Context: an optimization exercise on an open-source flow, tuned for small area, a short achievable clock period and few clock cycles per item. The choices shown serve that exercise and are no tape-out recipe. RTL that was checked went through simulation tests only; none was proved equivalent to the original. For runs 4 to 6, only the layout was checked, not whether the RTL still works.

===== design/flow/design.v =====
module div_control (
    input  logic       clk,
    input  logic       rst_n,
    input  logic       valid_in,
    input  logic       ready_in,
    input  logic       last,      
    input  logic       none,      
    output logic       load,
    output logic       align,
    output logic       step,
    output logic       ready_out,
    output logic       valid_out
);
    localparam logic [1:0] IDLE = 2'd0, ALIGN = 2'd1, ITER = 2'd2, DONE = 2'd3;
    logic [1:0] state, next_state;
    always_ff @(posedge clk or negedge rst_n) begin
        if (!rst_n)
            state <= IDLE;
        else
            state <= next_state;
    end
    assign ready_out = (state == IDLE) || ((state == DONE) && ready_in);
    assign load      = ready_out && valid_in;
    assign align     = (state == ALIGN);
    assign step      = (state == ITER);
    assign valid_out = (state == DONE);
    always_comb begin
        next_state = state;
        case (state)
            IDLE:  if (valid_in) next_state = ALIGN;
            ALIGN: next_state = none ? DONE : ITER;
            ITER:  if (last) next_state = DONE;
            DONE:  if (ready_in) next_state = valid_in ? ALIGN : IDLE;
        endcase
    end
endmodule
module div_datapath (
    input  logic        clk,
    input  logic        load,
    input  logic        align,
    input  logic        step,
    input  logic [31:0] dividend,
    input  logic [31:0] divisor,
    output logic        last,
    output logic        none,
    output logic [31:0] quotient,
    output logic [31:0] remainder
);
    logic [31:0] d;       
    logic [31:0] rem;     
    logic [31:0] dq;      
    logic [5:0]  cnt;     
    function automatic logic [5:0] bitlen(input logic [31:0] x);
        bitlen = 6'd0;
        for (int i = 0; i < 32; i++)
            if (x[i]) bitlen = 6'(i + 1);
    endfunction
    logic [5:0] wa, wb, k_in;
    assign wa   = bitlen(dividend);
    assign wb   = bitlen(divisor);
    assign k_in = (wb == 6'd0 || wb > wa) ? 6'd0 : wa - wb + 6'd1;
    logic [31:0] rot, lowmask;
    logic [63:0] dd;
    assign dd      = {dq, dq} >> cnt[4:0];
    assign rot     = dd[31:0];
    assign lowmask = cnt[5] ? 32'd0 : (32'hFFFF_FFFF >> cnt[4:0]);
    logic dzero;
    assign dzero = (d == 32'd0);
    logic [32:0] rs;
    logic [33:0] diff;
    logic        qbit;
    assign rs   = {rem, dq[31]};
    assign diff = {1'b0, rs} - {2'b0, d};
    assign qbit = ~diff[33];
    always_ff @(posedge clk) begin
        if (load) begin
            d   <= divisor;
            dq  <= dividend;
            cnt <= k_in;
        end else if (align) begin
            rem <= rot & lowmask;
            dq  <= (rot & ~lowmask) | {32{dzero}};
        end else if (step) begin
            rem <= qbit ? diff[31:0] : rs[31:0];
            dq  <= {dq[30:0], qbit};
            cnt <= cnt - 6'd1;
        end
    end
    assign last      = (cnt == 6'd1);
    assign none      = (cnt == 6'd0);
    assign quotient  = dq;
    assign remainder = rem;
endmodule
module div_iterative (
    input  logic        clk,
    input  logic        rst_n,
    input  logic        valid_in,
    output logic        ready_out,
    input  logic [31:0] dividend,
    input  logic [31:0] divisor,
    output logic        valid_out,
    input  logic        ready_in,
    output logic [31:0] quotient,
    output logic [31:0] remainder
);
    logic load;
    logic align;
    logic step;
    logic last;
    logic none;
    div_control ctrl (
        .clk       (clk),
        .rst_n     (rst_n),
        .valid_in  (valid_in),
        .ready_in  (ready_in),
        .last      (last),
        .none      (none),
        .load      (load),
        .align     (align),
        .step      (step),
        .ready_out (ready_out),
        .valid_out (valid_out)
    );
    div_datapath data (
        .clk       (clk),
        .load      (load),
        .align     (align),
        .step      (step),
        .dividend  (dividend),
        .divisor   (divisor),
        .last      (last),
        .none      (none),
        .quotient  (quotient),
        .remainder (remainder)
    );
endmodule

===== design/flow/run.sh =====
#!/bin/bash
# synth_recipe.tcl (not shown) runs the flow's synth.tcl, then flattens the netlist and writes it again
# the make line also repeats each setting of config.mk as NAME=value (left out here)
make -C /OpenROAD-flow-scripts/flow DESIGN_CONFIG=/design/flow/config.mk WORK_HOME=/design/flow/orfs CLKGATE_MAP_FILE= SYNTH_SCRIPT=/design/flow/synth_recipe.tcl finish

===== design/flow/config.mk =====
export PLATFORM = sky130hd
export DESIGN_NAME = div_iterative
export DESIGN_NICKNAME = div_iterative
export VERILOG_FILES = /design/flow/design.v
export SDC_FILE = /design/flow/constraint.sdc
export NUM_CORES = 4
export LEC_CHECK = 0
export CAP_MARGIN = 20
export CORE_MARGIN = 2
export CORE_UTILIZATION = 40
export SLEW_MARGIN = 20

===== design/flow/constraint.sdc =====
create_clock -name core_clock -period 4.0 [get_ports {clk}]
set_input_delay 0.8000 -clock core_clock [delete_from_list [all_inputs] [get_ports {clk}]]
set_output_delay 0.8000 -clock core_clock [all_outputs]
set_load 0.01 [all_outputs]

==> flow_metrics.tcl, run 1 <==
set metrics [dict create \
    final_nets 1399 \
    clk_pin_slew_worst_paths_ns 0.10 \
    fp.dieW_um 161 \
    floorplan.rows 57 \
    netlist.area_leader.share_pct 31.1 \
    die_y_um 161 \
    grt_pass1_wl_um 52200 \
    post-place-ws_ns -0.558 \
    pin_count 134 \
    start_util_pct 40.6 \
    portBuffers 133 \
    finClkSkew_ns 0.0226 \
    fmax_mhz 261 \
    grt_pass1_vias 9185 \
    reg2reg_depth 9 \
    cp.arrival_ns 4.04 \
    worstSkewPairLatency_ns 0.38 \
    yosys-top-cells-area "edfxtp_1 (31%), mux4_2 (7.3%), ha_1 (7.1%), mux2i_1 (6.2%), nand2_1 (5.5%)" \
    synthCells 1102 \
    period_share_pct 95.9 \
    vias 9654 \
    wirelength_um 34300 \
    min_period_ns 3.84 \
    root_buffer "clkbuf_16" \
    drt_iter0_markers 1276 \
    htree_levels 3 \
    slew_viol_final 0 \
    hold_viol 0 \
    post-place-cells 1584 \
    drc_errors 0 \
    hpwlAfterDp_um 26600 \
    setup_slack_ns 0.164 \
    grt_overflow 0 \
    layout-area-overhead-vs-synth_pct 25.7 \
    cts_tree "yes" \
    wl_per_cell_um 21.4 \
    yosysTopAreaCell "edfxtp_1" \
    ant_nets 0 \
    vias_per_cell 6.03 \
    r2r_setup_slack_ns 0.49 \
    startpoint_type "input port" \
    ys_ff_latch 104 \
    relSlewSlack_pct 29.3 \
    status "no timing/DRC/antenna violations" \
    yosysSeqAreaShare_pct 31.6 \
    cts.path.max_buffers 2 \
    grt_max_degree 47 \
    synth.most_common_cell "nand2_1" \
    synthesis.area_mm2 0.00985 \
    fin_tns_setup_ns 0 \
    cp.required_ns 4.20 \
    antenna_found_initial 1 \
    synth.avg_cell_area_um2 8.94 \
    core_area_mm2 0.0242 \
    instances_no_fill 1602 \
    synth_fp_nets 1228 \
    drtPass1Iterations 5 \
    n_fill_cell 2306 \
    min_path_type "in2async" \
    whs_ns 0.568 \
    yosys-top-cells-count "nand2_1 (144), edfxtp_1 (102), o21ai_0 (94)" \
    die_area_mm2 0.0259 \
    r2r-end "data.rem[22]" \
    ys.flop_type "edfxtp_1" \
    drv_cap 0 \
    r2r_start "data.rem[25]" \
    n_antenna_cell 0 \
    holdBufCountCts 0 \
    layout-drive-gt1-share_pct 14.5 \
    endpoint_kind "flip-flop" \
    grtUsageTotal_pct 26.2 \
    gp_congestion 0.945 \
    synth_edf_count 102 \
    ys_types 76 \
    clock_sinks 104 \
    crit_fanout 6 \
    setup_viol 0 \
    tightest_slew_ns 1.05 \
    synthArstFlopShare_pct 1.92 \
    crit_type "in2reg" \
    ys_warn_count 2 \
    cts_inserted_buffers 9 \
]
[cell type report]
class	instances	area (um^2)	area share (%)
multi-input cells	863	6250	50.5
flip-flops and latches	104	3110	25.2
repair buffers	217	2000	16.2
well taps	324	405	3.28
inverters	78	293	2.37
clock buffers	9	225	1.82
clock inverters	7	88.8	0.718
[routing by layer]
metal / vias to the layer above / GRT usage, % / routed length (um)
met5: - / 0 / 7
met4: 2 / 12.8 / 1680
met3: 79 / 6.02 / 3290
met2: 488 / 38.0 / 14400
met1: 4566 / 36.9 / 14900
li1: 4519 / - / -
[cells in the final DEF, fill, tap and decap left out, types with 16 or more instances in the layout]
cell type / count
o21a_1: 16
xnor2_1: 17
o22ai_1: 25
mux2i_1: 61
a21oi_1: 62
nand2_1: 144
nor3_1: 20
nor4_1: 20
inv_1: 73
buf_4: 80
mux4_2: 32
nand3_1: 17
o21ai_0: 91
ha_1: 53
nor2_1: 63
clkdlybuf4s50_1: 115
edfxtp_1: 102
o21ai_1: 16
[state kept, by name (all words and copies together) (netlist names)]
register    cells
data.rem       32
data.cnt        6
data.dq        32
ctrl.state      2
data.d         32
[stage by stage]
stage	cell area, um^2	util (%)
4_1_cts	12300	50.7
5_1_grt	12400	51.0
3_3_place_gp	12000	49.3
2_1_floorplan	9850	-
3_5_place_dp	12000	49.3
6_report	12400	51.0
[what timing repair did]
action	in CTS	in global routing
resized for setup	13	37
setup endpoints to repair	6	6
pin swaps	11	28
setup buffers	1	1
[worst max-delay path: stages]
cell and delay, ns:
clkdlybuf4s50_1 0.42, buf_4 0.15, o31ai_1 0.25, a2111oi_1 0.12
buf_4 0.14, o21a_1 0.20, o21ba_2 0.19, o21bai_1 0.20
ha_2 0.22, nor2b_1 0.05, o21a_1 0.16, o21a_1 0.16
o21a_1 0.16, o21a_1 0.19, o22ai_2 0.14, o211ai_1 0.23
o22ai_1 0.26
[worst max-delay path by stage]
stage	slack [ns]	cells after the start	start	endpoint
2_1_floorplan	0.37	18	dividend[1]	data.cnt[5]
3_3_place_gp	-0.52	18	dividend[1]	data.cnt[4]
3_5_place_dp	-0.56	18	dividend[1]	data.cnt[4]
4_1_cts	0.02	19	divisor[0]	data.cnt[4]
5_1_grt	-0.03	17	divisor[6]	data.cnt[4]
6_report	0.16	17	divisor[6]	data.cnt[4]
[kinds of logic (layout without fill, tap and decap cells)]
group           after synthesis  in the layout  share of synthesized area (%)
simple gates                347            347                           16.7
compound gates              328            328                           21.2
buf+inv                     135            311                           5.87
flops                       104            104                           31.6
mux                         103            103                           14.7
fa+ha+maj                    58             58                           7.52
xor+xnor                     27             27                           2.40
Testbench counts, summed over its fixed seeds: cycles 23,992, items 3,200.
==> run 2, diff against run 1 <==
--- a/design/flow/config.mk
+++ b/design/flow/config.mk
@@ -10,2 +10,3 @@
 export CORE_UTILIZATION = 40
+export SETUP_SLACK_MARGIN = 1.0
 export SLEW_MARGIN = 20
==> run 2 against run 1 <==
  * Maximum frequency grew 4.6%
  * First-iteration DRC count decreased by 13%
  * Synthesized cell count stayed put
  * Design area increased by 6.1%
  * Clock skew fell by 0.0069 ns
  * Non-clock buffer count rose by 24
  * Largest cell class unchanged
  * Sequential share of layout area is 1.4 points lower
  * Critical path depth down 3
  * Die area unchanged
==> flow_metrics.tcl, run 2 <==
set metrics [dict create \
    path_cells "clkdlybuf4s50_1 -> o31ai_2 -> a211oi_2 -> o311ai_1 -> a31o_2 -> ha_4 -> nor2b_4 -> o21a_1 -> o21a_1 -> o21a_1 -> o21a_1 -> o22ai_2 -> o211ai_1 -> o22ai_1" \
    synth.most_common_cell "nand2_1" \
    ys.flop_type "edfxtp_1" \
    whs_ns 0.596 \
    drc_errors 0 \
    relSlewSlack_pct 23.7 \
    slew_viol_final 0 \
    layout_commonest_cell "nand2_1" \
    drt_iter0_markers 1105 \
    synthArstFlopShare_pct 1.92 \
    netlist.area_leader.share_pct 31.1 \
    start_util_pct 40.6 \
    die_area_mm2 0.0259 \
    crit_path_top_delay_cell "clkdlybuf4s50_1" \
    worstSkewPairLatency_ns 0.37 \
    status "no timing/DRC/antenna violations" \
    yosysSeqAreaShare_pct 31.6 \
    antenna_found_initial 0 \
    grtUsageMet2_pct 40.0 \
    use_met1_pct 37.8 \
    ys_types 76 \
    cts.path.max_buffers 2 \
    ys_warn_count 2 \
    gp_congestion 0.970 \
    final_nets 1423 \
    gr-usage-met3_pct 4.67 \
    synth.avg_cell_area_um2 8.94 \
    max_stage_delay_ns 0.51 \
    cts_tree "yes" \
    vias_per_cell 6.04 \
    die_y_um 161 \
    final_cell_mix "nand2_1 (144), clkdlybuf4s50_1 (105), edfxtp_1 (102), buf_4 (94), o21ai_0 (85)" \
    cpMostUsedCell "o21a_1" \
    cts_inserted_buffers 9 \
    wl_per_cell_um 21.9 \
    finClkSkew_ns 0.0157 \
    period_share_pct 91.7 \
    crit_fanout 6 \
    top_regs "data.d (32), data.dq (32), data.rem (32)" \
    core_area_mm2 0.0242 \
    grt_max_degree 51 \
    post-place-ws_ns -0.481 \
    instances_no_fill 1626 \
    hpwlAfterDp_um 27200 \
    htree_levels 3 \
    layout-area-overhead-vs-synth_pct 33.3 \
    clock_sinks 104 \
    ant_nets 0 \
    min_period_ns 3.67 \
    cp.arrival_ns 3.87 \
    setup_viol 0 \
    ys_ff_latch 104 \
    setup_slack_ns 0.332 \
    synth_fp_nets 1228 \
    portBuffers 133 \
    yosys-top-cells-area "edfxtp_1 (31%), mux4_2 (7.3%), ha_1 (7.1%), mux2i_1 (6.2%), nand2_1 (5.5%)" \
    layout-drive-gt1-share_pct 21.4 \
    rsz0062_at_grt "true" \
    hold_viol 0 \
    floorplan.rows 57 \
    fmax_mhz 273 \
    startpoint_type "input port" \
    fp.dieW_um 161 \
    yosys-top-cells-count "nand2_1 (144), edfxtp_1 (102), o21ai_0 (94)" \
    endpoint_kind "flip-flop" \
    grt_pass1_vias 8984 \
    vias 9826 \
    path_buf_inv 1 \
    cp.required_ns 4.20 \
    grt_pass1_wl_um 52200 \
    r2r_setup_slack_ns 0.97 \
    tightest_slew_ns 1.14 \
    crit_type "in2reg" \
    n_antenna_cell 0 \
    drv_cap 0 \
    clk_pin_slew_worst_paths_ns 0.08 \
    drtPass1Iterations 7 \
    grtUsageTotal_pct 26.3 \
    synthesis.area_mm2 0.00985 \
    yosysTopAreaCell "edfxtp_1" \
    grt_overflow 0 \
    grt-busiest-layer "met2" \
    wirelength_um 35700 \
    min_path_type "in2async" \
    crit_family "compound AO/OA/AOI/OAI gates" \
    fin_tns_setup_ns 0 \
    pin_count 134 \
    synth_edf_count 102 \
    n_fill_cell 2237 \
    post-place-cells 1582 \
    root_buffer "clkbuf_16" \
    synthCells 1102 \
]
[run 2: changes by cell type in the layout (fill, tap and decap cells not counted), sizes merged]
cell	delta
dlygate4sd2	+9
clkinv	-1
clkdlybuf4s15	+1
buf	+30
clkbuf	-2
dlymetal6s2s	-4
clkdlybuf4s50	-10
clkinvlp	+1
[run 2: repair_timing]
item,4_1_cts,5_1_grt
setup buffers,11,16
pin swaps,38,38
resized for setup,94,93
endpoints found under the setup margin,38,46
cloned,0,1
hold buffers,0,0
[run 2: worst register-to-register path, delay by kind of cell (launching register included)]
family / cells / cell delay, ns
compound gates: 5 / 1.01
flops: 1 / 0.50
simple gates: 2 / 0.46
buf+inv: 3 / 0.35
fa+ha+maj: 1 / 0.22
mux: 1 / 0.22
[run 2: cells by family (layout without fill, tap and decap cells)]
group                      after synthesis  count (layout)  synth area share (%)
adders and majority gates               58              58                  7.52
muxes                                  103             103                  14.7
DFF                                    104             104                  31.6
and+or+nand+nor                        347             347                  16.7
buffers and inverters                  135             335                  5.87
AOI/OAI and AO/OA                      328             328                  21.2
xor gates and xnor gates                27              27                  2.40
[run 2: cell type report]
class                           count  area [um^2]  area share (%)
Multi-Input combinational cell    863         6750            51.4
Clock inverter                      7         88.8           0.677
Clock buffer                        9          225            1.72
Inverter                           78          297            2.26
Sequential cell                   104         3110            23.7
Timing Repair Buffer              241         2250            17.1
Tap cell                          324          405            3.09
[run 2: metal layers]
layer | part of all wire (%) | wire, um
met1 | 43 | 15500
met2 | 44 | 15800
met3 | 9.3 | 3320
met4 | 2.9 | 1030
met5 | 0 | 0
[run 2: path summary, 6_finish.rpt]
check,depth (start not counted),to,startpoint
worst max-delay path,14,data.cnt[4],dividend[14]
worst min-delay path,1,ctrl.state[1],rst_n
worst max register to register,12,data.rem[17],data.d[24]
worst min register to register,2,ctrl.state[1],ctrl.state[1]
max in group asynchronous,1,ctrl.state[0],rst_n
min in group core_clock,2,ctrl.state[1],ctrl.state[1]
[run 2: metrics by stage]
step / utilization [%] / cell area, um^2
floorplan: - / 9880
detailed placement: 49.3 / 12000
CTS: 51.7 / 12500
global placement: 49.3 / 12000
finish: 54.1 / 13100
global route: 54.1 / 13100
==> run 3, diff against run 2 <==
--- a/design/flow/config.mk
+++ b/design/flow/config.mk
@@ -10,3 +10,3 @@
 export CORE_UTILIZATION = 40
-export SETUP_SLACK_MARGIN = 1.0
+export SETUP_SLACK_MARGIN = 2.0
 export SLEW_MARGIN = 20
==> run 3 against run 2 <==
  * Core utilization up 13 points
  * Maximum frequency down 0.23%
  * Design area up 25%
  * Final cell count up 12%
  * First-iteration DRC count up 62%
  * Synthesized area unchanged
  * Wire length up 28%
  * Critical path type unchanged
  * Via count up 19%
  * Register-to-register slack worse by 0.09 ns
==> flow_metrics.tcl, run 3 <==
set metrics [dict create \
    yosysTopAreaCell "edfxtp_1" \
    cts.path.max_buffers 2 \
    min_path_type "in2async" \
    slew_viol_final 0 \
    ys_ff_latch 104 \
    cp.arrival_ns 3.90 \
    start_util_pct 40.6 \
    htree_levels 3 \
    relSlewSlack_pct 39.4 \
    yosys-top-cells-count "nand2_1 (144), edfxtp_1 (102), o21ai_0 (94)" \
    final_nets 1609 \
    startpoint_type "input port" \
    n_fill_cell 1734 \
    status "no timing/DRC/antenna violations" \
    period_share_pct 91.9 \
    finClkSkew_ns 0.0151 \
    gp_congestion 0.953 \
    synth_edf_count 102 \
    worstSkewPairLatency_ns 0.38 \
    cts_tree "yes" \
    core_area_mm2 0.0242 \
    vias_per_cell 6.43 \
    clk_pin_slew_worst_paths_ns 0.09 \
    grtUsageTotal_pct 31.5 \
    hold_viol 0 \
    pin_count 134 \
    ys_warn_count 2 \
    grt_overflow 0 \
    tightest_slew_ns 0.904 \
    setup_slack_ns 0.324 \
    grt_max_degree 53 \
    die_area_mm2 0.0259 \
    synthArstFlopShare_pct 1.92 \
    layout-area-overhead-vs-synth_pct 66.2 \
    top_regs "data.d (32), data.dq (32), data.rem (32)" \
    multi_input_area_mm2 0.00807 \
    grt_pass1_wl_um 62100 \
    antenna_found_initial 1 \
    wirelength_um 45700 \
    rsz0062_at_grt "true" \
    drc_errors 0 \
    endpoint_kind "flip-flop" \
    floorplan.rows 57 \
    crit_type "in2reg" \
    yosys-top-cells-area "edfxtp_1 (31%), mux4_2 (7.3%), ha_1 (7.1%), mux2i_1 (6.2%), nand2_1 (5.5%)" \
    layout-drive-gt1-share_pct 45.0 \
    fp.dieW_um 161 \
    cp.required_ns 4.22 \
    crit_fanout 6 \
    drt_iter0_markers 1786 \
    post-place-ws_ns -0.432 \
    regArea_mm2 0.00311 \
    drv_cap 0 \
    portBuffers 133 \
    cts_inserted_buffers 9 \
    grt_pass1_vias 10465 \
    holdBufCountCts 0 \
    vias 11655 \
    die_y_um 161 \
    drtPass1Iterations 6 \
    synth_fp_nets 1228 \
    netlist.area_leader.share_pct 31.1 \
    final_cell_mix "buf_4 (181), nand2_1 (117), buf_6 (107), edfxtp_1 (102), inv_1 (59)" \
    hpwlAfterDp_um 27400 \
    clock_sinks 104 \
    ys.flop_type "edfxtp_1" \
    wl_per_cell_um 25.2 \
    synthCells 1102 \
    layout_commonest_cell "buf_4" \
    synth.avg_cell_area_um2 8.94 \
    ant_nets 0 \
    ys_types 76 \
    yosysSeqAreaShare_pct 31.6 \
    fmax_mhz 272 \
    fin_tns_setup_ns 0 \
    synthesis.area_mm2 0.00985 \
    min_period_ns 3.68 \
    setup_viol 0 \
    root_buffer "clkbuf_16" \
    synth.most_common_cell "nand2_1" \
]
run 3: cell counts after synthesis:
Identical to the previous run, type by type.
run 3: routing by layer:
metal / wire, um / vias up / track usage (%)
li1: - / 4968 / -
met1: 16900 / 5554 / 43.3
met2: 20100 / 898 / 49.4
met3: 5780 / 233 / 5.76
met4: 2890 / 2 / 12.1
met5: 46 / - / 0
run 3: cells by family after synthesis:
logic type	Yosys count	share of synthesized area, %
AOI/OAI and AO/OA	328	21.2
xor gates and xnor gates	27	2.40
adders and majority gates	58	7.52
buffers and inverters	135	5.87
DFF	104	31.6
muxes	103	14.7
and+or+nand+nor	347	16.7
run 3: repair_timing:
action                                  4_1_cts  5_1_grt
gates resized for setup                     448      249
pin swaps                                    86      114
endpoints found under the setup margin      240      197
hold endpoints to repair                      0        0
gates cloned                                 13        2
setup buffers                               141       60
run 3: cell type report:
cell class,count,area share (%)
Multi-Input combinational cell,868,49.3
Timing Repair Buffer,421,25.4
Sequential cell,104,19.0
Tap cell,324,2.48
Inverter,78,1.87
Clock buffer,9,1.38
Clock inverter,7,0.527
Timing Repair inverter,1,0.0382
Antenna cell,1,0.0153
run 3: worst paths after layout:
path,cells past startpoint,endpoint,startpoint,slack (ns)
worst min-delay path,1,ctrl.state[1],rst_n,0.58
worst min register to register,2,ctrl.state[0],ctrl.state[0],0.62
min in group core_clock,2,ctrl.state[0],ctrl.state[0],0.62
max in group asynchronous,1,ctrl.state[0],rst_n,3.29
worst max-delay path,18,data.cnt[4],divisor[2],0.32
worst max register to register,13,data.rem[22],data.d[22],0.88
run 3: worst max-delay path, cell delays in order:
cell	delay, ns
clkdlybuf4s15_1	0.23
o21bai_1	0.18
a21oi_2	0.09
o31ai_4	0.23
a2111oi_2	0.10
buf_4	0.14
o21a_1	0.18
o21ba_2	0.19
o21bai_1	0.16
ha_2	0.24
nor2b_4	0.04
o21a_1	0.17
o21a_1	0.16
o21a_1	0.16
o21a_1	0.16
o22ai_1	0.16
o211ai_1	0.26
o22ai_1	0.23
run 3: metrics by stage:
stage	hold slack [ns]	area [um^2]	cells	utilization [%]
after floorplan	0.504	10200	1102	-
after global placement	0.659	12200	1580	50.3
after detailed placement	0.661	12200	1580	50.3
after CTS	0.582	14900	1750	61.6
after global routing	0.588	16400	1812	67.5
final	0.580	16400	1813	67.5
==> run 4, diff against run 3 <==
--- a/design/flow/design.v
+++ b/design/flow/design.v
@@ -29,6 +29,6 @@
         case (state)
-            IDLE:  if (valid_in) next_state = ALIGN;
-            ALIGN: next_state = none ? DONE : ITER;
+            IDLE:  if (valid_in) next_state = none ? DONE : ALIGN;
+            ALIGN: next_state = ITER;
             ITER:  if (last) next_state = DONE;
-            DONE:  if (ready_in) next_state = valid_in ? ALIGN : IDLE;
+            DONE:  if (ready_in) next_state = valid_in ? (none ? DONE : ALIGN) : IDLE;
         endcase
@@ -52,18 +52,38 @@
     logic [5:0]  cnt;     
-    function automatic logic [5:0] bitlen(input logic [31:0] x);
-        bitlen = 6'd0;
+    logic [4:0]  pbr;     
+    logic        qzero;   
+    logic        qones;   
+    function automatic logic [31:0] smear(input logic [31:0] x);
+        logic [31:0] t;
+        t = x;
+        t = t | (t >> 1);
+        t = t | (t >> 2);
+        t = t | (t >> 4);
+        t = t | (t >> 8);
+        t = t | (t >> 16);
+        smear = t;
+    endfunction
+    function automatic logic [4:0] enc(input logic [31:0] x);
+        logic [4:0] p;
+        p = 5'd0;
         for (int i = 0; i < 32; i++)
-            if (x[i]) bitlen = 6'(i + 1);
+            if (x[i]) p = p | 5'(i);
+        enc = p;
     endfunction
-    logic [5:0] wa, wb, k_in;
-    assign wa   = bitlen(dividend);
-    assign wb   = bitlen(divisor);
-    assign k_in = (wb == 6'd0 || wb > wa) ? 6'd0 : wa - wb + 6'd1;
+    logic [31:0] ta, tb;
+    logic [4:0]  pa, pb;
+    logic        bz;
+    assign ta   = smear(dividend);
+    assign tb   = smear(divisor);
+    assign pa   = enc(ta & ~(ta >> 1));
+    assign pb   = enc(tb & ~(tb >> 1));
+    assign bz   = ~tb[0];
+    assign none = bz | (|(tb & ~ta));
+    logic [5:0]  k;
     logic [31:0] rot, lowmask;
     logic [63:0] dd;
-    assign dd      = {dq, dq} >> cnt[4:0];
+    assign k       = {1'b0, cnt[4:0]} - {1'b0, pbr} + 6'd1;
+    assign dd      = {dq, dq} >> k[4:0];
     assign rot     = dd[31:0];
-    assign lowmask = cnt[5] ? 32'd0 : (32'hFFFF_FFFF >> cnt[4:0]);
-    logic dzero;
-    assign dzero = (d == 32'd0);
+    assign lowmask = k[5] ? 32'd0 : (32'hFFFF_FFFF >> k[4:0]);
     logic [32:0] rs;
@@ -76,8 +96,13 @@
         if (load) begin
-            d   <= divisor;
-            dq  <= dividend;
-            cnt <= k_in;
+            d     <= divisor;
+            rem   <= dividend;
+            dq    <= dividend;
+            cnt   <= {1'b0, pa};
+            pbr   <= pb;
+            qzero <= none & ~bz;
+            qones <= bz;
         end else if (align) begin
             rem <= rot & lowmask;
-            dq  <= (rot & ~lowmask) | {32{dzero}};
+            dq  <= rot & ~lowmask;
+            cnt <= k;
         end else if (step) begin
@@ -89,4 +114,3 @@
     assign last      = (cnt == 6'd1);
-    assign none      = (cnt == 6'd0);
-    assign quotient  = dq;
+    assign quotient  = qones ? 32'hFFFF_FFFF : (qzero ? 32'd0 : dq);
     assign remainder = rem;
--- a/design/flow/config.mk
+++ b/design/flow/config.mk
@@ -10,3 +10,2 @@
 export CORE_UTILIZATION = 40
-export SETUP_SLACK_MARGIN = 2.0
 export SLEW_MARGIN = 20
==> run 4 against run 3 <==
  * Flip-flop and latch count grew 7
  * Largest cell class unchanged
  * First-iteration DRC count down 17%
  * Critical path depth is 5 lower
  * Still clean
  * Highest routed layer is now met4
==> flow_metrics.tcl, run 4 <==
set metrics [dict create \
    period_share_pct 95.6 \
    path_cells "inv_1 -> ha_1 -> inv_1 -> ha_2 -> fa_1 -> a21o_1 -> a21oi_1 -> xor2_2 -> buf_4 -> nand2_1 -> o211ai_1 -> o21ai_0 -> o21ai_0" \
    setup_viol 0 \
    final_nets 1530 \
    portBuffers 133 \
    synthesis.area_mm2 0.0108 \
    netlist.area_leader.share_pct 30.2 \
    grt_max_degree 85 \
    grt_pass1_wl_um 64300 \
    pin_count 134 \
    hpwlAfterDp_um 33800 \
    clk_pin_slew_worst_paths_ns 0.09 \
    post-place-cells 1742 \
    crit_family "compound AO/OA/AOI/OAI gates" \
    cp.required_ns 4.23 \
    rsz0062_at_grt "false" \
    instances_no_fill 1758 \
    whs_ns 0.568 \
    layout_commonest_cell "clkdlybuf4s50_1" \
    cts_inserted_buffers 9 \
    drc_errors 0 \
    path_buf_inv 3 \
    ys_types 75 \
    start_util_pct 40.4 \
    drtPass1Iterations 6 \
    ys_warn_count 2 \
    root_buffer "clkbuf_16" \
    reg2reg_depth 13 \
    startpoint_type "flip-flop" \
    top_regs "data.d (32), data.dq (32), data.rem (32)" \
    layout-drive-gt1-share_pct 12.6 \
    crit_type "reg2reg" \
    die_y_um 168 \
    layout-area-overhead-vs-synth_pct 23.1 \
    crit_fanout 10 \
    yosys-top-cells-area "edfxtp_1 (30%), mux2i_1 (6.1%), o21ai_0 (5.8%), ha_1 (5.6%), a21oi_1 (5.2%)" \
    antenna_found_initial 0 \
    synth_edf_count 108 \
    synth.avg_cell_area_um2 8.53 \
    drt_iter0_markers 1479 \
    status "no timing/DRC/antenna violations" \
    ant_nets 0 \
    grt_pass1_vias 10310 \
    max_stage_delay_ns 0.53 \
    tightest_slew_ns 1.07 \
    ys_ff_latch 111 \
    synth.most_common_cell "nand2_1" \
    crit_path_top_delay_cell "fa_1" \
    endpoint_kind "flip-flop" \
    yosysTopAreaCell "edfxtp_1" \
    post_cts_buffers 0 \
    fin_util_pct 49.7 \
    min_period_ns 3.82 \
    finClkSkew_ns 0.0147 \
    final_cell_mix "clkdlybuf4s50_1 (133), nand2_1 (130), o21ai_0 (122), nor2_1 (118), a21oi_1 (112)" \
    worstSkewPairLatency_ns 0.38 \
    synthArstFlopShare_pct 1.80 \
    wirelength_um 43400 \
    vias_per_cell 6.30 \
    vias 11081 \
    n_antenna_cell 0 \
    die_area_mm2 0.0282 \
    r2r_setup_slack_ns 0.18 \
    clock_sinks 111 \
    slew_viol_final 0 \
    grt_overflow 0 \
    cp.arrival_ns 4.06 \
    wl_per_cell_um 24.7 \
    grtUsageTotal_pct 30.2 \
    fmax_mhz 262 \
    gp_congestion 0.965 \
    htree_levels 3 \
    yosysSeqAreaShare_pct 30.8 \
    yosys-top-cells-count "nand2_1 (131), o21ai_0 (124), nor2_1 (118)" \
    synth_fp_nets 1379 \
    cts.path.max_buffers 2 \
    r2r_start "data.cnt[1]" \
    min_path_type "in2async" \
    drv_cap 0 \
    core_area_mm2 0.0267 \
    hold_viol 0 \
    relSlewSlack_pct 28.7 \
    n_fill_cell 2537 \
    ys.flop_type "edfxtp_1" \
    holdBufCountCts 0 \
    fp.dieW_um 168 \
    cts_tree "yes" \
    r2r-end "data.dq[7]" \
    synthCells 1261 \
    floorplan.rows 60 \
]
## run 4: cell count changes after synthesis, sizes merged, moves of 9 or more
cell | before | now
o211ai | 6 | 25
o22ai | 26 | 3
a21oi | 65 | 113
clkbuf | 37 | 54
a21o | 9 | 52
nor2 | 67 | 119
mux4 | 32 | 23
o31ai | 11 | 2
o21ai | 108 | 126
nand2 | 144 | 131
mux2 | 10 | 19
## run 4: timing repair
| action | 4_1_cts | 5_1_grt |
|---|---|---|
| resized for setup | 1 | 5 |
| endpoints found under the setup margin | 1 | 15 |
| pin swaps | 0 | 1 |
## run 4: worst reg2reg max path: stages (launching register included)
cell and delay (ns):
edfxtp_1 0.38, inv_1 0.09, ha_1 0.28, inv_1 0.04, ha_2 0.18, fa_1 0.53
a21o_1 0.23, a21oi_1 0.30, xor2_2 0.29, buf_4 0.21, nand2_1 0.29, o211ai_1 0.48
o21ai_0 0.19, o21ai_0 0.18
## run 4: cells by family after synthesis
group                    count (synthesis)  share of synthesized area, %
XOR/XNOR                                33                          2.69
AND/OR/NAND/NOR                        376                          16.6
AO/OA/AOI/OAI                          433                          25.4
buffers and inverters                  150                          5.51
adder cells (fa/ha/maj)                 50                          5.96
multiplexers                           108                          12.9
flip-flops                             111                          30.8
## run 4: routing by layer
| metal | track usage (%) | vias to the layer above | share of wire [%] |
|---|---|---|---|
| met5 | 0 | - | 0 |
| met4 | 9.34 | 0 | 3.0 |
| met3 | 4.72 | 88 | 8.0 |
| met2 | 47.9 | 588 | 46 |
| met1 | 42.5 | 5351 | 43 |
| li1 | - | 5054 | - |
## run 4: how the worst max path moves through the flow
stage                     start           to  slack [ns]  depth (start not counted)
floorplan           data.cnt[1]  data.rem[7]        0.57                         14
detailed placement  data.cnt[0]  data.dq[31]       -0.07                         10
global placement    data.cnt[0]  data.dq[31]       -0.03                         10
global route        data.cnt[1]   data.dq[7]       0.006                         13
finish              data.cnt[1]   data.dq[7]        0.18                         13
CTS                 data.cnt[0]  data.dq[31]        0.11                         10
## run 4: final cells by class
class                           instances  area (um^2)  area share (%)
Sequential cell                       111         3310            25.0
Clock inverter                          7         86.3           0.652
Clock buffer                            9          225            1.70
Tap cell                              341          427            3.22
Timing Repair Buffer                  218         1990            15.1
Inverter                               72          272            2.05
Multi-Input combinational cell       1000         6920            52.3
## run 4: stage by stage
| step | cell area [um^2] | setup TNS, ns | worst slack (ns) |
|---|---|---|---|
| after floorplan | 10800 | 0 | 0.571 |
| after global placement | 12900 | -0.0299 | -0.0299 |
| final | 13200 | 0 | 0.176 |
| after CTS | 13200 | 0 | 0.108 |
| after detailed placement | 12900 | -0.0713 | -0.0713 |
| after global routing | 13200 | 0 | 0.00582 |
==> run 5, diff against run 4 <==
--- a/design/flow/config.mk
+++ b/design/flow/config.mk
@@ -7,2 +7,3 @@
 export LEC_CHECK = 0
+export ABC_CLOCK_PERIOD_IN_PS = 3500
 export CAP_MARGIN = 20
==> run 5 against run 4 <==
  * Global-route usage unchanged
  * Final cell count unchanged
  * Synthesized cell count unchanged
  * First-iteration DRC count unchanged
  * Highest routed layer unchanged
==> flow_metrics.tcl, run 5 <==
set metrics [dict create \
    r2r-end "data.dq[7]" \
    clock_sinks 111 \
    portBuffers 133 \
    synth_xor_area_share_pct 2.69 \
    critPathLaunch "data.cnt[1]" \
    r2r_setup_slack_ns 0.18 \
    synth.most_common_cell "nand2_1" \
    die_y_um 168 \
    cts_inserted_buffers 9 \
    hpwlAfterDp_um 33800 \
    path_cells "inv_1 -> ha_1 -> inv_1 -> ha_2 -> fa_1 -> a21o_1 -> a21oi_1 -> xor2_2 -> buf_4 -> nand2_1 -> o211ai_1 -> o21ai_0 -> o21ai_0" \
    synth_top_family_by_area "compound AO/OA/AOI/OAI gates" \
    layout-area-overhead-vs-synth_pct 23.1 \
    post_cts_buffers 0 \
    fin_area_mm2 0.0132 \
    holdBufCountCts 0 \
    crit_type "reg2reg" \
    cts_tree "yes" \
    yosys-top-cells-area "edfxtp_1 (30%), mux2i_1 (6.1%), o21ai_0 (5.8%), ha_1 (5.6%), a21oi_1 (5.2%)" \
    clk_pin_slew_worst_paths_ns 0.09 \
    vias 11081 \
    synth-compound-area-share_pct 25.4 \
    slew_viol_final 0 \
    yosysSeqAreaShare_pct 30.8 \
    core_area_mm2 0.0267 \
    yosysTopAreaCell "edfxtp_1" \
    drv_cap 0 \
    root_buffer "clkbuf_16" \
    crit_fanout 10 \
    min_period_ns 3.82 \
    synthCells 1261 \
    layout-drive-gt1-share_pct 12.6 \
    synth.avg_cell_area_um2 8.53 \
    grt_pass1_vias 10310 \
    wl_per_cell_um 24.7 \
    drc_errors 0 \
    whs_ns 0.568 \
    tightest_slew_ns 1.07 \
    drt_iter0_markers 1479 \
    relSlewSlack_pct 28.7 \
    cp.required_ns 4.23 \
    path_buf_inv 3 \
    cp.arrival_ns 4.06 \
    pin_count 134 \
    netlist.area_leader.share_pct 30.2 \
    ys_ff_latch 111 \
    floorplan.rows 60 \
    startpoint_type "flip-flop" \
    wirelength_um 43400 \
    rsz0062_at_grt "false" \
    synthMuxAreaShare_pct 12.9 \
    ys.flop_type "edfxtp_1" \
    htree_levels 3 \
    final_nets 1530 \
    finClkSkew_ns 0.0147 \
    yosys.area_share.adder_pct 5.96 \
    grtUsageTotal_pct 30.2 \
    synth_edf_count 108 \
    yosys-top-cells-count "nand2_1 (131), o21ai_0 (124), nor2_1 (118)" \
    dpl_cell_area_mm2 0.0129 \
    drtPass1Iterations 6 \
    fin_util_pct 49.7 \
    fmax_mhz 262 \
    grt_pass1_wl_um 64300 \
    synth-simple-area-share_pct 16.6 \
    period_share_pct 95.6 \
    ant_nets 0 \
    fp.dieW_um 168 \
    grt_overflow 0 \
    layout_commonest_cell "clkdlybuf4s50_1" \
    hold_viol 0 \
    crit_path_top_delay_cell "fa_1" \
    ys_warn_count 2 \
    cts.path.max_buffers 2 \
    worstSkewPairLatency_ns 0.38 \
    reg2reg_depth 13 \
    final_cell_mix "clkdlybuf4s50_1 (133), nand2_1 (130), o21ai_0 (122), nor2_1 (118), a21oi_1 (112)" \
    grt_max_degree 85 \
    n_antenna_cell 0 \
    min_path_type "in2async" \
    die_area_mm2 0.0282 \
    max_stage_delay_ns 0.53 \
    synth_fp_nets 1379 \
    ys_types 75 \
    start_util_pct 40.4 \
    endpoint_kind "flip-flop" \
    setup_viol 0 \
    crit_family "compound AO/OA/AOI/OAI gates" \
    status "no timing/DRC/antenna violations" \
    synthArstFlopShare_pct 1.80 \
    r2r_start "data.cnt[1]" \
    gp_congestion 0.965 \
    top_regs "data.d (32), data.dq (32), data.rem (32)" \
    antenna_found_initial 0 \
    synthesis.area_mm2 0.0108 \
    vias_per_cell 6.30 \
]
run 5: per-layer routing:
metal	vias up	global-route usage [%]	part of all wire (%)
met3	88	4.72	8.0
met2	588	47.9	46
li1	5054	-	-
met5	-	0	0
met1	5351	42.5	43
met4	0	9.34	3.0
run 5: worst reg2reg max path, stage by stage (launching register included):
cell	delay (ns)
edfxtp_1	0.38
inv_1	0.09
ha_1	0.28
inv_1	0.04
ha_2	0.18
fa_1	0.53
a21o_1	0.23
a21oi_1	0.30
xor2_2	0.29
buf_4	0.21
nand2_1	0.29
o211ai_1	0.48
o21ai_0	0.19
o21ai_0	0.18
run 5: how the worst max path moves through the flow:
| stage | to | cells after the start | slack (ns) |
|---|---|---|---|
| after floorplan | data.rem[7] | 14 | 0.57 |
| after CTS | data.dq[31] | 10 | 0.11 |
| final | data.dq[7] | 13 | 0.18 |
| after global placement | data.dq[31] | 10 | -0.03 |
| after detailed placement | data.dq[31] | 10 | -0.07 |
| after global routing | data.dq[7] | 13 | 0.006 |
run 5: cell type report:
class	instances	area (um^2)
Sequential cell	111	3310
Timing Repair Buffer	218	1990
Fill cell	2537	13400
Clock inverter	7	86.3
Tap cell	341	427
Inverter	72	272
Multi-Input combinational cell	1000	6920
Clock buffer	9	225
run 5: timing repair:
item,in CTS,in global routing
endpoints found under the setup margin,1,15
pin swaps,0,1
gates resized for setup,1,5
run 5: metrics by stage:
| step | setup slack [ns] | TNS, ns | cells |
|---|---|---|---|
| floorplan | 0.571 | 0 | 1261 |
| CTS | 0.108 | 0 | 1758 |
| detailed placement | -0.0713 | -0.0713 | 1742 |
| global placement | -0.0299 | -0.0299 | 1742 |
| finish | 0.176 | 0 | 1758 |
| global route | 0.00582 | 0 | 1758 |
run 5: cells by family (layout without fill, tap and decap cells):
logic type               count (synthesis)  count (layout)
XOR/XNOR                                33              33
buffers and inverters                  150             306
adder cells (fa/ha/maj)                 50              50
flip-flops                             111             111
multiplexers                           108             108
AO/OA/AOI/OAI                          433             433
AND/OR/NAND/NOR                        376             376
==> run 6, diff against run 5 <==
--- a/design/flow/config.mk
+++ b/design/flow/config.mk
@@ -7,3 +7,3 @@
 export LEC_CHECK = 0
-export ABC_CLOCK_PERIOD_IN_PS = 3500
+export ABC_AREA = 1
 export CAP_MARGIN = 20
==> run 6 against run 5 <==
  * Still clean on timing, DRC and antenna
  * Global-route usage increased by 4.6 points
  * Wire length increased by 34%
  * Sequential share of layout area decreased by 2.5 points
  * Core utilization decreased by 2.0 points
  * Design area increased by 11%
  * Non-clock buffer count decreased by 47
  * Worst setup slack improved by 0.35 ns
  * Via count increased by 37%
  * Final cell count increased by 51%
  * Synthesized area increased by 17%
==> flow_metrics.tcl, run 6 <==
set metrics [dict create \
    finClkSkew_ns 0.0249 \
    crit_fanout 10 \
    worstSkewPairLatency_ns 0.38 \
    n_antenna_cell 0 \
    synth.most_common_cell "nand2_1" \
    tightest_slew_ns 0.806 \
    status "no timing/DRC/antenna violations" \
    final_nets 2369 \
    startpoint_type "flip-flop" \
    cp.required_ns 4.23 \
    ant_nets 0 \
    fp.dieW_um 181 \
    root_buffer "clkbuf_16" \
    portBuffers 133 \
    fin_tns_setup_ns 0 \
    synth.avg_cell_area_um2 5.88 \
    min_period_ns 3.48 \
    period_share_pct 86.9 \
    setup_viol 0 \
    drtPass1Iterations 6 \
    ys_types 46 \
    grtUsageTotal_pct 34.8 \
    cts.path.max_buffers 2 \
    crit_path_top_delay_cell "fa_1" \
    min_path_type "reg2reg" \
    r2r_setup_slack_ns 0.52 \
    core_area_mm2 0.0308 \
    grt_overflow 0 \
    start_util_pct 40.9 \
    gp_congestion 1.02 \
    hpwlAfterDp_um 48200 \
    relSlewSlack_pct 45.7 \
    synthesis.area_mm2 0.0126 \
    vias 15166 \
    post_cts_buffers 0 \
    yosys-top-cells-area "edfxtp_1 (26%), nand2_1 (22%), nand3_1 (10%), inv_1 (8.4%), o21ai_0 (6.8%)" \
    drt_iter0_markers 1963 \
    min-delay-start "data.cnt[5]" \
    antenna_found_initial 0 \
    r2r_start "data.cnt[1]" \
    vias_per_cell 5.72 \
    layout-area-overhead-vs-synth_pct 16.7 \
    grt_pass1_wl_um 85900 \
    max_stage_delay_ns 0.45 \
    netlist.area_leader.share_pct 25.7 \
    drc_errors 0 \
    ys_warn_count 2 \
    ys.flop_type "edfxtp_1" \
    pin_count 134 \
    ys_ff_latch 111 \
    yosysTopAreaCell "edfxtp_1" \
    final_cell_mix "nand2_1 (736), inv_1 (282), nand3_1 (256), nor2_1 (228), o21ai_0 (171)" \
    fin_util_pct 47.7 \
    synthCells 2145 \
    rsz0062_at_grt "false" \
    wirelength_um 58200 \
    die_area_mm2 0.0329 \
    cts_tree "yes" \
    r2r-end "data.dq[17]" \
    htree_levels 3 \
    synth_fp_nets 2263 \
    floorplan.rows 64 \
    wl_per_cell_um 22.0 \
    top_regs "data.d (32), data.dq (32), data.rem (32)" \
    holdBufCountCts 0 \
    whs_ns 0.545 \
    grt_pass1_vias 13792 \
    synthArstFlopShare_pct 1.80 \
    hold_viol 0 \
    hold_depth 2 \
    endpoint_kind "flip-flop" \
    reg2reg_depth 18 \
    slew_viol_final 0 \
    yosysSeqAreaShare_pct 26.3 \
    clock_sinks 111 \
    cp.arrival_ns 3.70 \
    ctsResizeCount 0 \
    synth_edf_count 108 \
    cpMostUsedCell "nand2_1" \
    crit_type "reg2reg" \
    layout_commonest_cell "nand2_1" \
    layout-drive-gt1-share_pct 3.59 \
    fmax_mhz 288 \
    grt_max_degree 58 \
    die_y_um 181 \
    clk_pin_slew_worst_paths_ns 0.08 \
    yosys-top-cells-count "nand2_1 (738), inv_1 (282), nand3_1 (256)" \
    drv_cap 0 \
    path_cells "inv_1 -> ha_1 -> inv_1 -> ha_1 -> fa_1 -> nand2_1 -> a21oi_1 -> nor2_1 -> nand2_1 -> nand2_1 -> clkinv_1 -> nand2_2 -> inv_1 -> a21oi_1 -> nand2_1 -> o21ai_0 -> nand2_1 -> nand2_1" \
    min_to "data.cnt[5]" \
    cts_inserted_buffers 9 \
]
run 6: changes by cell type after synthesis, sizes merged, moves of 23 or more:
cell   delta
a21o     -51
mux2i    -64
nand2   +610
o21ai    +57
inv     +213
mux4     -23
a21oi    -43
nand4    +39
nand3   +238
nor2    +116
run 6: per-layer routing:
layer | wire, um | vias up | global-route usage [%]
met3 | 5560 | 128 | 5.13
met2 | 24700 | 840 | 53.1
li1 | - | 7199 | -
met4 | 2500 | 0 | 13.3
met5 | 0 | - | 0
met1 | 25500 | 6999 | 49.7
run 6: final cells by class:
cell class / instances / area, um^2
Timing Repair Buffer: 171 / 1650
Clock buffer: 9 / 225
Clock inverter: 7 / 67.6
Tap cell: 396 / 495
Sequential cell: 111 / 3310
Fill cell: 3302 / 16100
Inverter: 288 / 1080
Multi-Input combinational cell: 1670 / 7880
run 6: through the flow:
step / worst slack (ns) / std cells / area [um^2]
2_1_floorplan: 0.698 / 2145 / 12600
3_3_place_gp: 0.466 / 2636 / 14400
3_5_place_dp: 0.523 / 2636 / 14400
4_1_cts: 0.591 / 2652 / 14700
5_1_grt: 0.179 / 2652 / 14700
6_report: 0.523 / 2652 / 14700
run 6: worst max-delay path by stage:
stage,start,endpoint,depth (start not counted)
global route,data.cnt[1],data.dq[17],18
global placement,divisor[28],ctrl.state[1],15
finish,data.cnt[1],data.dq[17],18
detailed placement,divisor[28],ctrl.state[1],15
CTS,data.cnt[1],data.dq[17],18
floorplan,ready_in,data.cnt[0],5
run 6: cells by family after synthesis:
group / Yosys count / share of synthesized area, %
adder cells (fa/ha/maj): 50 / 5.08
AND/OR/NAND/NOR: 1304 / 43.2
flip-flops: 111 / 26.3
multiplexers: 2 / 0.159
XOR/XNOR: 19 / 1.32
buffers and inverters: 364 / 11.3
AO/OA/AOI/OAI: 295 / 12.7
run 6: critical path: cells and delay by family, from the launching register on:
| kind | cells | cell delay, ns |
|---|---|---|
| and+or+nand+nor | 8 | 1.07 |
| adders and majority gates | 3 | 0.92 |
| buffers and inverters | 4 | 0.60 |
| AOI/OAI and AO/OA | 3 | 0.38 |
| DFF | 1 | 0.35 |
==> run 7, diff against run 6 <==
--- a/design/flow/design.v
+++ b/design/flow/design.v
@@ -52,38 +52,22 @@
     logic [5:0]  cnt;     
-    logic [4:0]  pbr;     
-    logic        qzero;   
-    logic        qones;   
-    function automatic logic [31:0] smear(input logic [31:0] x);
-        logic [31:0] t;
-        t = x;
-        t = t | (t >> 1);
-        t = t | (t >> 2);
-        t = t | (t >> 4);
-        t = t | (t >> 8);
-        t = t | (t >> 16);
-        smear = t;
+    logic        nar;     
+    function automatic logic [5:0] bitlen(input logic [31:0] x);
+        bitlen = 6'd0;
+        for (int i = 0; i < 32; i++)
+            if (x[i]) bitlen = 6'(i + 1);
     endfunction
-    function automatic logic [4:0] enc(input logic [31:0] x);
-        logic [4:0] p;
-        p = 5'd0;
-        for (int i = 0; i < 32; i++)
-            if (x[i]) p = p | 5'(i);
-        enc = p;
-    endfunction
-    logic [31:0] ta, tb;
-    logic [4:0]  pa, pb;
-    logic        bz;
-    assign ta   = smear(dividend);
-    assign tb   = smear(divisor);
-    assign pa   = enc(ta & ~(ta >> 1));
-    assign pb   = enc(tb & ~(tb >> 1));
-    assign bz   = ~tb[0];
-    assign none = bz | (|(tb & ~ta));
-    logic [5:0]  k;
+    logic [5:0] wa, wb, k_in, k4_in;
+    logic       nar_in, bz_in;
+    assign wa     = bitlen(dividend);
+    assign wb     = bitlen(divisor);
+    assign bz_in  = (wb == 6'd0);
+    assign none   = bz_in || (wb > wa);
+    assign nar_in = (wb <= 6'd8);
+    assign k_in   = wa - wb + 6'd1;
+    assign k4_in  = nar_in ? ((k_in + 6'd3) & 6'b111100) : k_in;
     logic [31:0] rot, lowmask;
     logic [63:0] dd;
-    assign k       = {1'b0, cnt[4:0]} - {1'b0, pbr} + 6'd1;
-    assign dd      = {dq, dq} >> k[4:0];
+    assign dd      = {dq, dq} >> cnt[4:0];
     assign rot     = dd[31:0];
-    assign lowmask = k[5] ? 32'd0 : (32'hFFFF_FFFF >> k[4:0]);
+    assign lowmask = cnt[5] ? 32'd0 : (32'hFFFF_FFFF >> cnt[4:0]);
     logic [32:0] rs;
@@ -94,11 +78,20 @@
     assign qbit = ~diff[33];
+    logic [7:0] nr [0:4];
+    logic [3:0] nq;
+    assign nr[0] = rem[7:0];
+    for (genvar j = 0; j < 4; j++) begin : g_nar
+        logic [8:0] nrs;
+        logic [9:0] ndiff;
+        assign nrs   = {nr[j], dq[31-j]};
+        assign ndiff = {1'b0, nrs} - {2'b0, d[7:0]};
+        assign nq[3-j] = ~ndiff[9];
+        assign nr[j+1] = nq[3-j] ? ndiff[7:0] : nrs[7:0];
+    end
     always_ff @(posedge clk) begin
         if (load) begin
-            d     <= divisor;
-            rem   <= dividend;
-            dq    <= dividend;
-            cnt   <= {1'b0, pa};
-            pbr   <= pb;
-            qzero <= none & ~bz;
-            qones <= bz;
+            d   <= divisor;
+            rem <= dividend;
+            dq  <= none ? {32{bz_in}} : dividend;
+            cnt <= k4_in;
+            nar <= nar_in;
         end else if (align) begin
@@ -106,11 +99,16 @@
             dq  <= rot & ~lowmask;
-            cnt <= k;
         end else if (step) begin
-            rem <= qbit ? diff[31:0] : rs[31:0];
-            dq  <= {dq[30:0], qbit};
-            cnt <= cnt - 6'd1;
+            if (nar) begin
+                rem <= {24'd0, nr[4]};
+                dq  <= {dq[27:0], nq};
+                cnt <= cnt - 6'd4;
+            end else begin
+                rem <= qbit ? diff[31:0] : rs[31:0];
+                dq  <= {dq[30:0], qbit};
+                cnt <= cnt - 6'd1;
+            end
         end
     end
-    assign last      = (cnt == 6'd1);
-    assign quotient  = qones ? 32'hFFFF_FFFF : (qzero ? 32'd0 : dq);
+    assign last      = nar ? (cnt == 6'd4) : (cnt == 6'd1);
+    assign quotient  = dq;
     assign remainder = rem;
--- a/design/flow/config.mk
+++ b/design/flow/config.mk
@@ -7,3 +7,2 @@
 export LEC_CHECK = 0
-export ABC_AREA = 1
 export CAP_MARGIN = 20
==> run 7 against run 6 <==
  * Now fails the layout checks on negative setup slack
  * First-iteration DRC count down 33%
  * Maximum frequency down 51%
  * Core utilization up 9.2 points
  * Worst setup slack worse by 3.6 ns
  * Synthesized area down 2.5%
  * Global-route usage down 4.5 points
  * Critical path depth up 15
  * Clock skew down 0.0083 ns
  * Flip-flop and latch count down 6
  * Critical endpoint is now data.rem[3]
==> flow_metrics.tcl, run 7 <==
set metrics [dict create \
    min_period_ns 7.06 \
    fin_tns_setup_ns -34.65 \
    startpoint_type "flip-flop" \
    layout-drive-gt1-share_pct 27.7 \
    hold_viol 0 \
    hpwlAfterDp_um 38100 \
    floorplan.rows 64 \
    grt_overflow 0 \
    vias 13429 \
    ys_types 83 \
    grt_max_degree 58 \
    die_area_mm2 0.0321 \
    setup_slack_ns -3.06 \
    yosysTopAreaCell "edfxtp_1" \
    root_buffer "clkbuf_16" \
    layout-area-overhead-vs-synth_pct 41.0 \
    crit_family "compound AO/OA/AOI/OAI gates" \
    drtPass1Iterations 6 \
    start_util_pct 40.4 \
    max_stage_delay_ns 0.45 \
    whs_ns 0.592 \
    post-place-ws_ns -3.06 \
    clock_sinks 105 \
    tightest_slew_ns 0.853 \
    gr-usage-met3_pct 3.37 \
    synth.avg_cell_area_um2 8.23 \
    path_buf_inv 2 \
    relSlewSlack_pct 42.8 \
    slew_viol_final 0 \
    ys_ff_latch 105 \
    drv_cap 0 \
    antenna_found_initial 0 \
    cpMostUsedCell "a21oi_2" \
    final_nets 2023 \
    drc_errors 0 \
    synth.most_common_cell "nand2_1" \
    clk_pin_slew_worst_paths_ns 0.09 \
    finClkSkew_ns 0.0166 \
    synthesis.area_mm2 0.0123 \
    ant_nets 0 \
    top_regs "data.d (32), data.dq (32), data.rem (32)" \
    crit_type "reg2reg" \
    grt-busiest-layer "met2" \
    die_y_um 179 \
    cts_inserted_buffers 9 \
    synthCells 1492 \
    ys.flop_type "edfxtp_1" \
    n_antenna_cell 0 \
    crit_path_top_delay_cell "edfxtp_1" \
    synth_edf_count 103 \
    status "failed layout checks" \
    fin_area_mm2 0.0173 \
    crit_fanout 6 \
    yosys-top-cells-count "nand2_1 (200), nor2_1 (123), edfxtp_1 (103)" \
    period_share_pct 177 \
    grt_pass1_vias 12674 \
    synthArstFlopShare_pct 1.90 \
    pin_count 134 \
    fin_util_pct 56.9 \
    wirelength_um 49400 \
    vias_per_cell 5.93 \
    worstSkewPairLatency_ns 0.37 \
    cp.arrival_ns 7.19 \
    endpoint_kind "flip-flop" \
    rsz0062_at_grt "true" \
    grtUsageTotal_pct 30.3 \
    fp.dieW_um 179 \
    use_met1_pct 42.6 \
    yosysSeqAreaShare_pct 25.6 \
    layout_commonest_cell "buf_4" \
    core_area_mm2 0.0304 \
    portBuffers 133 \
    synth_fp_nets 1651 \
    final_cell_mix "buf_4 (283), nand2_1 (179), nor2_1 (117), clkdlybuf4s50_1 (108), edfxtp_1 (103)" \
    fmax_mhz 142 \
    holdBufCountCts 0 \
    yosys-top-cells-area "edfxtp_1 (25%), ha_1 (8.7%), mux2i_1 (7.8%), nand2_1 (6.1%), a21oi_1 (4.0%)" \
    gp_congestion 0.955 \
    cts.path.max_buffers 2 \
    dpl_cell_area_mm2 0.0161 \
    ys_warn_count 3 \
    grt_pass1_wl_um 73800 \
    setup_viol 45 \
    cts_tree "yes" \
    drt_iter0_markers 1316 \
    grtUsageMet2_pct 48.2 \
    cp.required_ns 4.13 \
    failed_checks "negative setup slack" \
    wl_per_cell_um 21.8 \
    min_path_type "in2async" \
    htree_levels 3 \
    netlist.area_leader.share_pct 25.2 \
]
## run 7: cell count changes after synthesis, moves of 30 or more
cell     before  now
nand4_1      46   10
nand2_1     738  200
a21oi_1      67   97
nand3_1     256   33
a31oi_1       2   35
ha_1         48   85
inv_1       282   95
nor2_1      228  123
mux2i_1       2   96
o21ai_0     171   96
## run 7: routing by layer
layer,part of all wire (%),up-vias
met5,0,-
met1,43,6371
met4,3.6,0
li1,-,6287
met3,7.7,102
met2,46,669
## run 7: area by class of cell
cell class	count	area, um^2
tap	396	495
fill	2802	13100
sequential	105	3140
inverter	98	369
multi-input combinational	1206	9190
clock buffer	9	225
timing repair buffer	444	3830
clock inverter	7	70.1
## run 7: path summary, 6_finish.rpt
path                                from       endpoint  slack [ns]  cells after the start
setup / recovery             data.rem[5]    data.rem[3]       -3.06                     33
hold / removal                     rst_n  ctrl.state[0]        0.59                      1
setup reg to reg             data.rem[5]    data.rem[3]       -3.06                     33
hold reg to reg            ctrl.state[0]  ctrl.state[0]        0.67                      2
max in group asynchronous          rst_n  ctrl.state[1]        3.28                      1
min in group core_clock    ctrl.state[0]  ctrl.state[0]        0.67                      2
## run 7: logic make-up (layout without fill, tap and decap cells)
kind of cell / after synthesis / after routing / share of synthesized area [%]
AO/OA/AOI/OAI: 443 / 443 / 24.3
flip-flops: 105 / 105 / 25.6
AND/OR/NAND/NOR: 485 / 485 / 17.7
multiplexers: 139 / 139 / 13.7
adder cells (fa/ha/maj): 91 / 91 / 9.64
buffers and inverters: 181 / 558 / 5.62
XOR/XNOR: 48 / 48 / 3.42
## run 7: per-stage QoR
step / std cells
floorplan: 1492
global placement: 2203
detailed placement: 2203
CTS: 2249
global route: 2265
finish: 2265
## run 7: timing repair
item | CTS | global route
gates resized for setup | 120 | 72
pin swaps | 75 | 50
buffers inserted | 30 | 17
setup endpoints to repair | 45 | 45
cloned | 1 | 0
Testbench counts of run 7, summed over its fixed seeds: cycles 12,870, items 3,200.

-- re-timing with driven ports --
In the flow no input, the clock included, has a driving cell. The finished layouts below were timed again as built, in two steps.
Step 1: set_driving_cell puts a clkbuf_16 on clk and a buf_2 on each other input, an assumption about the parent block.
Step 2 adds t to the input delays and takes it off the output delays; t is the mean of the earliest and latest rising clock arrival at the registers after step 1. Input paths then give back, and output paths get back, about the clock's delay inside the block.
Slacks: no drivers / after step 1 / after step 2; pairs: no drivers / after step 1.
run | t, ns | slack for setup (ns) | latest minus earliest clock arrival (ns) | worst slew at a driven data input, ns
run 1 | 0.418 | 0.164 / 0.186 / -0.233 | 0.022 / 0.023 | 0.05
run 2 | 0.407 | 0.332 / 0.358 / -0.049 | 0.016 / 0.016 | 0.05
run 3 | 0.418 | 0.324 / 0.343 / -0.076 | 0.015 / 0.015 | 0.05
run 4 | 0.422 | 0.176 / 0.176 / 0.131 | 0.015 / 0.015 | 0.08
run 5 | 0.422 | 0.176 / 0.176 / 0.131 | 0.015 / 0.015 | 0.08
run 6 | 0.415 | 0.523 / 0.523 / 0.517 | 0.025 / 0.025 | 0.06
run 7 | 0.419 | -3.060 / -3.060 / -3.060 | 0.018 / 0.018 | 0.05
With both steps, setup timing fails in run 1, run 2 and run 3, where it was met with ideal ports. The setup slack of run 3, which loses most, moves by +0.019 ns with the drivers and by -0.400 ns with both steps.
